What follows belongs to an exercise in optimizing a design on an open flow for small area and a short achievable clock period; a production flow would make more cautious choices. No run shown here included a check of the RTL's function; only the layout flow was run.

==> flow/design.v, too long to show whole: its modules and the start of the top module <==
// module iir_DF1_Biquad: 1899 lines
// module iir_fa: 4 lines
// module iir_ha: 4 lines
// module iir_pg: 4 lines
// module iir_pgn: 4 lines
// module iir_pgm: 4 lines
// module iir_gp: 4 lines
// module iir_gg: 3 lines
// module iir_sr: 3 lines
module iir_DF1_Biquad (
  input clk,
  input rst,
  input signed [15:0] din,
  output signed [15:0] dout
);
  // ...
==> flow/flow/run.sh <==
#!/bin/bash
# The standard layout (the standard.sh, standard synthesis unchanged) with a few
# settings changed: clock tree synthesis inserts no dummy loads, the port buffers are
# buf_2 cells instead of the default delay buffers, and timing repair aims for a
# setup slack of 7.0 ns rather than 0.
set -euo pipefail
export CTS_ARGS="-sink_clustering_enable -repair_clock_nets -buf_list sky130_fd_sc_hd__clkbuf_8 -dont_use_dummy_load"
export BUFFER_PORTS_ARGS="-buffer_cell sky130_fd_sc_hd__buf_2"
export SETUP_SLACK_MARGIN=7.0
bash standard.sh > standard.log 2>&1
==> flow/standard.sh <==
#!/bin/bash
# synth_recipe.tcl (not shown) runs the flow's synth.tcl, then flattens the netlist and writes it again
# the make line also repeats each setting of config.mk as NAME=value (left out here)
make -C /OpenROAD-flow-scripts/flow DESIGN_CONFIG=/design/flow/config.mk WORK_HOME=/design/flow/orfs CLKGATE_MAP_FILE= SYNTH_SCRIPT=/design/flow/synth_recipe.tcl "${@:-finish}"
==> flow/config.mk <==
export PLATFORM = sky130hd
export DESIGN_NAME = iir_DF1_Biquad
export DESIGN_NICKNAME = iir_DF1_Biquad
export VERILOG_FILES = /design/flow/design.v
export SDC_FILE = /design/flow/constraint.sdc
export NUM_CORES = 4
export LEC_CHECK = 0
export CAP_MARGIN = 20
export CORE_MARGIN = 2
export CORE_UTILIZATION = 60
export CTS_BUF_LIST = sky130_fd_sc_hd__clkbuf_8
export PLACE_DENSITY = 0.8
export SLEW_MARGIN = 20
export SYNTH_HIERARCHICAL = 1
export SYNTH_MINIMUM_KEEP_SIZE = 0
==> flow/constraint.sdc <==
create_clock -name core_clock -period 11.0 [get_ports {clk}]
set_input_delay 2.2000 -clock core_clock [delete_from_list [all_inputs] [get_ports {clk}]]
set_output_delay 2.2000 -clock core_clock [all_outputs]
set_load 0.01 [all_outputs]
==> out/qor.csv, run 1 <==
metric,value,unit
status,"complete, no violations",
Final Hold Viols,0,
Multi-Input Combinational,602,
yosys warns,7,
Rel. slew slack,46.6,%
clk_skew,25.4,ps
Layout Cells excl Fill,1253,
met2 usage,47.2,%
# clk buffers,17,
hold path depth,0,
# Taps,270,
CTS tree,done,
largest area contributor in the netlist,fa_1,
Reg-to-Reg Start,yc[2]$_DFF_P_,
Initial Util,61.1,%
Worst path slowest cell,fa_1,
via count,7032,
sequential cell area,0.00303,sq mm
crit share post-route,37.1,%
global-route wire length before repair,44.1,mm
Post-synth EDFFs,0,
Tmin final,4090,ps
non-clock buffer share of cell area,3.15,%
Root Buffer,clkbuf_8,
met3 usage,6.80,%
fraction of area in registers,22.2,%
Synth Net Count,1326,
port bufs,33,
busiest grt layer,met2,
"setup slack, reg-to-reg",6910,ps
Synth Flop Type,dfxtp_1,
Die H,147,um
cell count after synthesis,903,
==> inputs of run 2 (changes only) <==
==> flow/flow/run.sh (replaced) <==
#!/bin/bash
# The standard layout (the standard.sh, standard synthesis unchanged) with a few
# settings changed: clock tree synthesis inserts no dummy loads, the port buffers are
# buf_2 cells instead of the default delay buffers, and timing repair aims for a
# setup slack of 6.7 ns rather than 0.
set -euo pipefail
export CTS_ARGS="-sink_clustering_enable -repair_clock_nets -buf_list sky130_fd_sc_hd__clkbuf_8 -dont_use_dummy_load"
export BUFFER_PORTS_ARGS="-buffer_cell sky130_fd_sc_hd__buf_2"
export SETUP_SLACK_MARGIN=6.7
bash standard.sh > standard.log 2>&1
==> run 2 against run 1 <==
Against the previous run:
- still clean on timing, DRC and antenna
- utilization decreased by 2.6 points
- die area unchanged
- final cell count fell by 2.2%
- cell area decreased by 3.9%
- fmax fell by 1.2%
- global-route usage down 0.88 points
- hold slack better by 3.5 ps
- non-clock buffer count fell by 27
- sequential cell count unchanged
- synthesized cell count did not move
- largest cell class unchanged
- highest routed layer unchanged
==> out/qor.csv, run 2 <==
metric,value,unit,change
cell family with most CP delay,adder cells,,unchanged
"FF+latch count, synth",148,,unchanged
most frequent cells in the layout,"fa_1 (327), inv_1 (151), dfxtp_1 (133), ha_1 (77), a21o_1 (54)",,"was fa_1 (320), inv_1 (149), dfxtp_1 (123), ha_1 (62), a21o_1 (54)"
routed wire length,26.8,mm,was 29.3 mm
max-cap violations,0,,unchanged
RSZ-0062 raised after global routing,true,,unchanged
Worst-path clk slew,80,ps,was 90 ps
WL per Instance,21.9,um,was 23.4 um
Mapped Area,0.0123,sq mm,unchanged
f_max,0.242,GHz,was 0.245 GHz
Worst path most repeated cell,fa_1,,was a21o_1
Root Buffer,clkbuf_8,,unchanged
Multi-input gate area,0.00877,sq mm,was 0.00904 sq mm
clk_skew,33.5,ps,was 25.4 ps
Tightest Pin Transition,836,ps,was 799 ps
Synth Net Count,1326,,unchanged
# IOs,34,,unchanged
postcts setup bufs,0,,was 12
final setup vio count,0,,unchanged
cell with the most instances after synthesis,fa_1,,unchanged
"Worst Path Class, Setup",reg2reg,,unchanged
Yosys top cell area share,53.2,%,unchanged
Pre-antenna DRT Iters,4,,unchanged
Layout area overhead,6.48,%,was 10.8%
cell count after placement,1208,,unchanged
number of clock sinks,148,,unchanged
Synth Flop Type,dfxtp_1,,unchanged
remaining antenna violation count,0,,unchanged
"Seq/Total Area, Yosys",24.1,%,unchanged
"commonest non-fill, non-tap cell in the layout",fa_1,,unchanged
initial antenna violation count,0,,unchanged
dominant cells by area after synthesis,"fa_1 (53%), dfxtp_1 (24%), ha_1 (7.9%)",,unchanged
Yosys cell types,15,,unchanged
CP peak stage delay,520,ps,about the same
Total GRT Usage,27.6,%,was 28.4%
nets,1380,,was 1408
initial drt markers,396,,was 469
vias in the first global route,7907,,was 8108
crit share post-route,37.6,%,was 37.1%
fillers,1473,,was 1371
area of the core,0.0202,sq mm,unchanged
placer congestion estimate,0.901,,unchanged
Final Hold Viols,0,,unchanged
CP Launch Type,flip-flop,,unchanged
sequential cell area,0.00300,sq mm,was 0.00303 sq mm
Die H,147,um,unchanged
die width,147,um,unchanged
CP Cell Sequence,fa_1 -> fa_1 -> fa_1 -> inv_1 -> fa_1 -> ha_1 -> and2_1 -> and2_1 -> and2_1 -> a21o_2 -> a21o_1 -> xnor2_1 -> nor2_2 -> inv_1,,was fa_1 -> fa_2 -> inv_2 -> fa_1 -> fa_1 -> ha_4 -> nor2_2 -> a21o_1 -> a21o_1 -> a21o_1 -> a21o_4 -> a21o_1 -> xnor2_2 -> nor2_1 -> inv_1
Site Rows,52,,unchanged
crit path DAT,4460,ps,was 4410 ps
CTS tree,done,,unchanged
maximum clock insertion buffer count,2,,unchanged
yosys warns,7,,unchanged
Rel. slew slack,44.2,%,was 46.6%
Final HPWL DP,22.5,mm,unchanged
Worst path slowest cell,fa_1,,unchanged
commonest cells in the netlist,"fa_1 (327), inv_1 (151), dfxtp_1 (148)",,unchanged
HP Class,reg2reg,,unchanged
DIE AREA,0.0217,sq mm,unchanged
drt drc,0,,unchanged
cell count after synthesis,903,,unchanged
Num CTS Buffers,17,,unchanged
R2R cell count,14,,was 15
port bufs,33,,unchanged
largest net degree at the start of global routing,35,,unchanged
"Design Area, Final",0.0131,sq mm,was 0.0136 sq mm
antenna cells,0,,unchanged
Tmin final,4140,ps,was 4090 ps
routed vias/inst,5.38,,was 5.61
Final TNS setup,0,ps,unchanged
global route overflow,0,,unchanged
CP Data Required Time,11330,ps,was 11320 ps
Layout Cells excl Fill,1225,,was 1253
final max-slew violation count,0,,unchanged
maximum fanout along the worst path,14,,was 7
asr flop ratio synth,0,%,unchanged
WP depth,14,,was 15
global-route wire length before repair,42.8,mm,was 44.1 mm
hold_buf cts,0,,unchanged
status,"complete, no violations",,unchanged
clk latency of the worst-skew pair,450,ps,about the same
Post-synth EDFFs,0,,unchanged
H-tree Lvls,4,,unchanged
hold path depth,0,,unchanged
CP Capture Type,flip-flop,,unchanged
layout cells sized above 1,7.75,%,was 14.9%
Post-DP Area,0.0128,sq mm,unchanged
largest area contributor in the netlist,fa_1,,unchanged
via count,6589,,was 7032
Initial Util,61.1,%,unchanged
"Avg Cell Area, Syn",13.6,sq um,unchanged
CP bufs+invs,2,,unchanged
==> run 2: cell counts after synthesis <==
No cell type changed its count.
==> run 2: timing repair <==
action | CTS | global route
setup endpoints to repair | 26 | 24
pin swaps | 0 | 1
cloned | 0 | 0
resized for setup | 12 | 14
==> run 2: through the flow <==
stage	worst slack, ps	util (%)	hold WS [ps]
4_1_cts	6730	64.9	462
5_1_grt	6680	65.0	500
3_5_place_dp	6480	63.6	451
3_3_place_gp	6560	63.6	456
6_report	6860	65.0	465
2_1_floorplan	7030	-	406
==> run 2: routing by layer <==
layer / routed length, um / track usage (%) / share of wire, %
met1: 9710 / 32.9 / 36
met2: 14100 / 47.1 / 52
met3: 1660 / 6.74 / 6.2
met4: 1360 / 13.7 / 5.1
met5: 0 / 0 / 0
==> run 2: cell type report <==
cell class	instances	area share [%]
multi-input cells	601	66.9
well taps	270	2.58
flip-flops and latches	148	22.9
clock buffers	17	1.78
repair buffers	38	1.55
inverters	151	4.32
==> run 2: per-module statistics from Yosys (local to each module, per instance) <==
module / flops+latches / cell area [sq um] / copies in the design
iir_DF1_Biquad: 148 / 4050 / 1
iir_fa: 0 / 20.0 / 327
iir_gp: 0 / 13.8 / 36
iir_ha: 0 / 12.5 / 45
iir_pg: 0 / 12.5 / 25
iir_sr: 0 / 12.5 / 16
iir_gg: 0 / 7.51 / 19
==> run 2: cells by family after synthesis <==
group / synth area share [%]
AOI/OAI and AO/OA: 3.35
and+or+nand+nor: 5.59
DFF: 24.1
adders and majority gates: 61.1
xor gates and xnor gates: 1.14
buffers and inverters: 4.78
==> run 2: path summary, 6_finish.rpt <==
check	slack, ps	end	startpoint
worst max register to register	6860	yc[4]$_DFF_P_	yc[4]$_DFF_P_
worst max-delay path	6860	yc[4]$_DFF_P_	yc[4]$_DFF_P_
worst min register to register	460	c0_0$_DFF_P_	xb[0]$_SDFF_PP0_
worst min-delay path	460	c0_0$_DFF_P_	xb[0]$_SDFF_PP0_
==> inputs of run 3 (changes only) <==
==> flow/flow/run.sh (replaced) <==
#!/bin/bash
# The standard layout (the standard.sh, standard synthesis unchanged) with a few
# settings changed: clock tree synthesis inserts no dummy loads, the port buffers are
# buf_2 cells instead of the default delay buffers, and timing repair aims for a
# setup slack of 6.6 ns rather than 0.
set -euo pipefail
export CTS_ARGS="-sink_clustering_enable -repair_clock_nets -buf_list sky130_fd_sc_hd__clkbuf_8 -dont_use_dummy_load"
export BUFFER_PORTS_ARGS="-buffer_cell sky130_fd_sc_hd__buf_2"
export SETUP_SLACK_MARGIN=6.6
bash standard.sh > standard.log 2>&1
==> run 3 against run 2 <==
Against the previous run:
- still clean on timing, DRC and antenna
- sequential share of layout area fell by 0.083 points
- sequential cell count did not move
- utilization fell by 0.12 points
- final cell count did not move
- wire length rose by 0.22%
- clock skew fell by 1.2 ps
- fmax fell by 2.7%
- first-iteration DRC count fell by 0.25%
- synthesized cell count did not move
- critical endpoint unchanged
==> out/qor.csv, run 3 <==
metric,value,unit,change
status,"complete, no violations",,unchanged
DP Worst Slack,6480,ps,unchanged
postcts setup bufs,0,,unchanged
Final Hold Viols,0,,unchanged
crit path DAT,4570,ps,was 4460 ps
Worst path slowest cell,dfxtp_2,,was fa_1
"commonest non-fill, non-tap cell in the layout",fa_1,,unchanged
"Worst Path Class, Setup",reg2reg,,unchanged
final max-slew violation count,0,,unchanged
asr flop ratio synth,0,%,unchanged
CP bufs+invs,2,,unchanged
Worst-path clk slew,80,ps,about the same
crit share post-route,38.6,%,was 37.6%
maximum clock insertion buffer count,2,,unchanged
remaining antenna violation count,0,,unchanged
hold_buf cts,0,,unchanged
CP Data Required Time,11320,ps,was 11330 ps
drt drc,0,,unchanged
Layout area overhead,6.29,%,was 6.48%
WL per Instance,21.9,um,about the same
Final HPWL DP,22.5,mm,unchanged
"Design Area, Final",0.0131,sq mm,about the same
Root Buffer,clkbuf_8,,unchanged
cell with the most instances after synthesis,fa_1,,unchanged
cell family with most CP delay,adder cells,,unchanged
final core occ,64.9,%,was 65.0%
nets,1380,,unchanged
port bufs,33,,unchanged
CP Cell Sequence,fa_1 -> fa_1 -> inv_1 -> fa_1 -> fa_1 -> ha_1 -> nor2_1 -> a21o_1 -> a21o_1 -> a21o_1 -> a21o_2 -> a21o_1 -> xnor2_1 -> nor2_1 -> inv_1,,was fa_1 -> fa_1 -> fa_1 -> inv_1 -> fa_1 -> ha_1 -> and2_1 -> and2_1 -> and2_1 -> a21o_2 -> a21o_1 -> xnor2_1 -> nor2_2 -> inv_1
Mapped Area,0.0123,sq mm,unchanged
Tmin final,4250,ps,was 4140 ps
Fin Hold WS,467,ps,was 465 ps
Die H,147,um,unchanged
Synth Net Count,1326,,unchanged
maximum fanout along the worst path,14,,unchanged
Yosys top cell area share,53.2,%,unchanged
max-cap violations,0,,unchanged
Tightest Pin Transition,846,ps,was 836 ps
HP Class,reg2reg,,unchanged
Yosys cell types,15,,unchanged
vias in the first global route,7910,,was 7907
Final TNS setup,0,ps,unchanged
largest area contributor in the netlist,fa_1,,unchanged
placer congestion estimate,0.901,,unchanged
RSZ-0062 raised after global routing,true,,unchanged
commonest cells in the netlist,"fa_1 (327), inv_1 (151), dfxtp_1 (148)",,unchanged
dominant cells by area after synthesis,"fa_1 (53%), dfxtp_1 (24%), ha_1 (7.9%)",,unchanged
# IOs,34,,unchanged
clk_skew,32.3,ps,was 33.5 ps
number of clock sinks,148,,unchanged
initial drt markers,395,,was 396
CP Launch Type,flip-flop,,unchanged
Num CTS Buffers,17,,unchanged
yosys warns,7,,unchanged
via count,6630,,was 6589
CP peak stage delay,480,ps,was 520 ps
routed wire length,26.8,mm,about the same
CTS tree,done,,unchanged
most frequent cells in the layout,"fa_1 (327), inv_1 (151), dfxtp_1 (136), ha_1 (78), a21o_1 (54)",,"was fa_1 (327), inv_1 (151), dfxtp_1 (133), ha_1 (77), a21o_1 (54)"
"Avg Cell Area, Syn",13.6,sq um,unchanged
cell count after synthesis,903,,unchanged
"Seq/Total Area, Yosys",24.1,%,unchanged
Post-synth EDFFs,0,,unchanged
Site Rows,52,,unchanged
area of the core,0.0202,sq mm,unchanged
clk latency of the worst-skew pair,450,ps,about the same
DIE AREA,0.0217,sq mm,unchanged
Pre-antenna DRT Iters,5,,was 4
antenna cells,0,,unchanged
die width,147,um,unchanged
global route overflow,0,,unchanged
layout cells sized above 1,7.12,%,was 7.75%
setup ws final,6750,ps,was 6860 ps
Rel. slew slack,43.5,%,was 44.2%
Synth Flop Type,dfxtp_1,,unchanged
Total GRT Usage,27.6,%,about the same
CP Capture Type,flip-flop,,unchanged
fillers,1481,,was 1473
global-route wire length before repair,42.8,mm,about the same
Initial Util,61.1,%,unchanged
Post-DP Area,0.0128,sq mm,unchanged
initial antenna violation count,0,,unchanged
largest net degree at the start of global routing,35,,unchanged
f_max,0.235,GHz,was 0.242 GHz
H-tree Lvls,4,,unchanged
final setup vio count,0,,unchanged
routed vias/inst,5.41,,was 5.38
"FF+latch count, synth",148,,unchanged
[run 3: per-layer routing]
metal	up-vias	routed length [um]	part of all wire, %	track usage [%]
met4	0	1400	5.2	13.7
met3	90	1590	5.9	6.74
met5	-	0	0	0
li1	2781	-	-	-
met1	3525	9800	36	32.9
met2	234	14100	52	47.1
[run 3: worst reg2reg max path: stages (launching register included)]
cell     delay, ps
dfxtp_2        480
fa_1           460
fa_1           370
inv_1           90
fa_1           430
fa_1           460
ha_1           400
nor2_1          90
a21o_1         180
a21o_1         140
a21o_1         140
a21o_2         300
a21o_1         200
xnor2_1        120
nor2_1         220
inv_1           60
[run 3: worst paths after layout]
check                    from            end  slack, ps  cells after the start
max             yc[3]$_DFF_P_  yc[4]$_DFF_P_       6750                     15
min          xb[0]$_SDFF_PP0_   c0_0$_DFF_P_        470                      0
max reg2reg     yc[3]$_DFF_P_  yc[4]$_DFF_P_       6750                     15
min reg2reg  xb[0]$_SDFF_PP0_   c0_0$_DFF_P_        470                      0
[run 3: timing repair]
item | in CTS | in global routing
gates resized for setup | 4 | 11
pin swaps | 0 | 0
setup endpoints to repair | 20 | 26
[run 3: logic make-up after synthesis]
kind of cell | share of synthesized area [%]
buf+inv | 4.78
fa+ha+maj | 61.1
simple gates | 5.59
flops | 24.1
compound gates | 3.35
xor+xnor | 1.14
[run 3: metrics by stage]
stage	instances
6_report	1225
5_1_grt	1225
4_1_cts	1225
3_5_place_dp	1208
3_3_place_gp	1208
2_1_floorplan	903
[run 3: Yosys stat by module, one instance, submodules excluded]
module	flip-flops and latches	area, sq um	times used
iir_ha	0	12.5	45
iir_pg	0	12.5	25
iir_DF1_Biquad	148	4050	1
iir_sr	0	12.5	16
iir_gg	0	7.51	19
iir_fa	0	20.0	327
iir_gp	0	13.8	36
[run 3: cell type report]
class,instances,area [sq um],share of cell area (%)
inverter,151,567,4.33
timing repair buffer,38,203,1.55
multi-input combinational,601,8760,67.0
sequential,148,2980,22.8
tap,270,338,2.58
clock buffer,17,234,1.79

-- afterwards: timing with drivers on the ports --
The results above use ideal ports. As a check the final layouts listed here were re-extracted and re-timed, cells and wires unchanged.
Step 1: set_driving_cell puts a clkbuf_16 on clk and a buf_2 on each other input, an assumption about the parent block.
Step 2 moves the port delays by t, midway between the first and last clock arrival at a register: inputs arrive t later, outputs are due t later. That takes back most of the time a late clock gives input paths.
Three values: no drivers, after step 1, after step 2; two values: the first two.
run | t, ns | setup WS [ns] | worst hold slack (ns) | cell pins on the clock port's net
run 1 | 0.484 | 6.914 / 6.914 / 6.855 | 0.461 / 0.461 / 0.461 | 1
run 2 | 0.480 | 6.865 / 6.865 / 6.865 | 0.465 / 0.465 / 0.465 | 1
run 3 | 0.480 | 6.749 / 6.749 / 6.749 | 0.467 / 0.467 / 0.467 | 1
After both steps every run listed still meets setup and hold. For run 1, which loses most, drivers alone change the setup slack by 0.000 ns; drivers and shift together by -0.059 ns.
